Context: an optimization exercise on an open-source flow, tuned for small area. The choices shown serve that exercise and are no tape-out recipe. In this exercise RTL edits were held to simulation tests only and were not proved equivalent to the original. No activity file was given, so power comes from the tool's default toggle rates.

Setup of old:
Design sd_card_controller, start of the top module:
module sd_card_controller(
  input i_clk,
  input i_rst,
  input [31:0] i_addr,
  input [7:0] i_controlreg,
  input [7:0] i_data,
  output [7:0] o_statusreg,
  output o_write_statusreg,
  output [7:0] o_data,
  output [31:0] o_addr,
  output o_wr_nrd,
  output o_req,
  input i_SD_DAT0_DO,
  output o_SD_DAT3_nCS,
  output o_SD_DAT3_nCS_oe,
  output o_SD_CMD_DI,
  output o_SD_CMD_DI_oe,
  output o_SD_CLK,
  input i_SD_WP_N
);
  reg r_sclk;
  reg r_div0, r_div6;
  reg [4:0] r_p;
  reg [6:0] r_c;
  reg r_mode;                  
  wire [6:0] w_div = {r_div6, r_p, r_div0};
  wire w_div_end = r_div6 && (&r_p[4:1]) && r_div0;     
  wire w_tick = !r_sclk && (r_mode ? !r_div0 : w_div_end);
  wire [11:0] r_cnt = {r_p, r_c};
  assign o_SD_CLK = r_sclk;
  assign o_req = 1'b1;
  localparam S_DELAY = 4'd0, S_XACT = 4'd1, S_RSP = 4'd2, S_SETCLK = 4'd3, S_INITDONE = 4'd4,
             S_IDLE = 4'd5, S_ACCEPT = 4'd6, S_RDATA = 4'd7, S_RTAIL = 4'd8, S_WSTART = 4'd9,
             S_WDATA = 4'd10, S_WTAIL = 4'd11, S_BUSY = 4'd12, S_FIN1 = 4'd13, S_FIN2 = 4'd14,
             S_STALL = 4'd15;
  reg [3:0] r_st;
  reg [7:0] r_sr;           
  reg [31:0] r_a;           
  reg [7:0] r_data;
  reg r_rd_flag, r_wr_flag;
  reg r_cs;
  reg r_op;                 
  reg [1:0] r_ic;           
  wire w_r3 = !r_mode && (r_ic == 2'd2);
  wire w_det = w_r3 ? !r_a[31] : !r_sr[7];
  ...
Settings: LEC_CHECK=0, CAP_MARGIN=20, CORE_MARGIN=2, CORE_UTILIZATION=40, SLEW_MARGIN=20; clock period 10.0 ns.
standard.sh (not shown) runs the stock make flow with config.mk's settings and CLKGATE_MAP_FILE= SYNTH_SCRIPT=/design/flow/synth_recipe.tcl, a recipe that flattens the netlist after the stock synthesis.
==> flow/flow/run.sh <==
#!/bin/bash
# Layout: the standard ORFS flow (standard.sh), with four changes that leave the design's
# registers exactly as the standard synthesis makes them:
#  - synthesis is synth_recipe.tcl, but ABC maps the combinational logic with an area-oriented
#    script (flow/abc_area.script: deep AIG optimisation, then area mapping) instead of ORFS's
#    delay-oriented one;
#  - port buffers use the smallest buffer cell (buf_1);
#  - the clock tree is built from clkbuf_8, without dummy loads;
#  - constant outputs share the tie cells synthesis makes (SKIP_REPAIR_TIE_FANOUT) instead of
#    getting one tie cell each.
# Each ORFS step writes its full log under orfs/logs/; make's own output goes to orfs_make.log.
set -euo pipefail
here=$(pwd)
{
  echo 'proc abc {args} {'
  echo '  set i [lsearch -exact $args -script]'
  echo '  if {$i >= 0} { set args [lreplace $args $i [expr {$i + 1}] -script $::env(AREA_ABC_SCRIPT)] }'
  echo '  yosys abc {*}$args'
  echo '}'
  cat synth_recipe.tcl
} > area_synth.tcl
export AREA_ABC_SCRIPT="$here/flow/abc_area.script"
bash standard.sh \
  "SYNTH_SCRIPT=$here/area_synth.tcl" \
  "BUFFER_PORTS_ARGS=-buffer_cell sky130_fd_sc_hd__buf_1" \
  "CTS_ARGS=-sink_clustering_enable -repair_clock_nets -buf_list sky130_fd_sc_hd__clkbuf_8 -dont_use_dummy_load" \
  SKIP_REPAIR_TIE_FANOUT=1 \
  finish > orfs_make.log 2>&1
==> flow/flow/abc_area.script <==
strash
&get -n
&deepsyn -J 200 -T 120
&put
dch -f
amap -m
topo
stime -c
dnsize -c
Input-level comparison between new and old:
--- a/flow/design.v
+++ b/flow/design.v
@@ -93,22 +93,23 @@
       r_st <= S_DELAY;
       r_sclk <= 1'b0;
       r_div0 <= 1'b0;
       r_div6 <= 1'b0;
       r_p <= 5'd0;
       r_c <= 7'd40;
       r_data <= 8'd0;
       r_rd_flag <= 1'b0;
       r_wr_flag <= 1'b0;
       r_ic <= 2'd0;
       r_mode <= 1'b0;
+      r_cs <= 1'b0;
     end
     else begin
     if (r_mode) begin
       r_div0 <= ~r_div0;
       if (!r_div0) r_sclk <= ~r_sclk;
     end
     else if (w_div_end) begin
       {r_div6, r_p, r_div0} <= 7'd1;
       r_sclk <= ~r_sclk;
     end
     else {r_div6, r_p, r_div0} <= w_div + 7'd1;
[summary]
Changes observed in new relative to old: register area share after synthesis fell 0.26 points, final cell count fell 1.1%. Compared to old, new has fraction of standard cell area in multi-input logic 1.1 points higher. new against old; number of global-route vias before repair is up by a few percent. Between new and old, the difference in core utilization is negligible. Any difference in internal power consumption between new and old is small enough to ignore. Between new and old, the final setup slack of the worst path is higher for old.

[separate check: timing with driven ports]
No port has a modelled driver above. Below, the same layouts with a new extraction and two added sets of constraints. Step 1, drivers: a clkbuf_16 drives i_clk and a buf_2 each remaining input, both assumed. Step 2 times the ports against the registers' clock, not the clock port: input delays grow and output delays shrink by t, the midpoint of the rising clock arrivals with the driver on. Slacks: no drivers / after step 1 / after step 2; pairs: no drivers / after step 1.
run	t (ns)	setup slack, ns	hold slack, ns	latest minus earliest clock arrival (ns)	worst register clock-pin slew, ns
old	0.372	4.881 / 4.848 / 4.750	0.472 / 0.472 / 0.472	0.028 / 0.028	0.09 / 0.09
new	0.371	4.866 / 4.834 / 5.205	0.486 / 0.486 / 0.486	0.024 / 0.024	0.09 / 0.09
After both steps setup and hold are still met in every run listed. For old, which loses most, drivers alone change the setup slack by -0.033 ns; drivers and shift together by -0.131 ns.
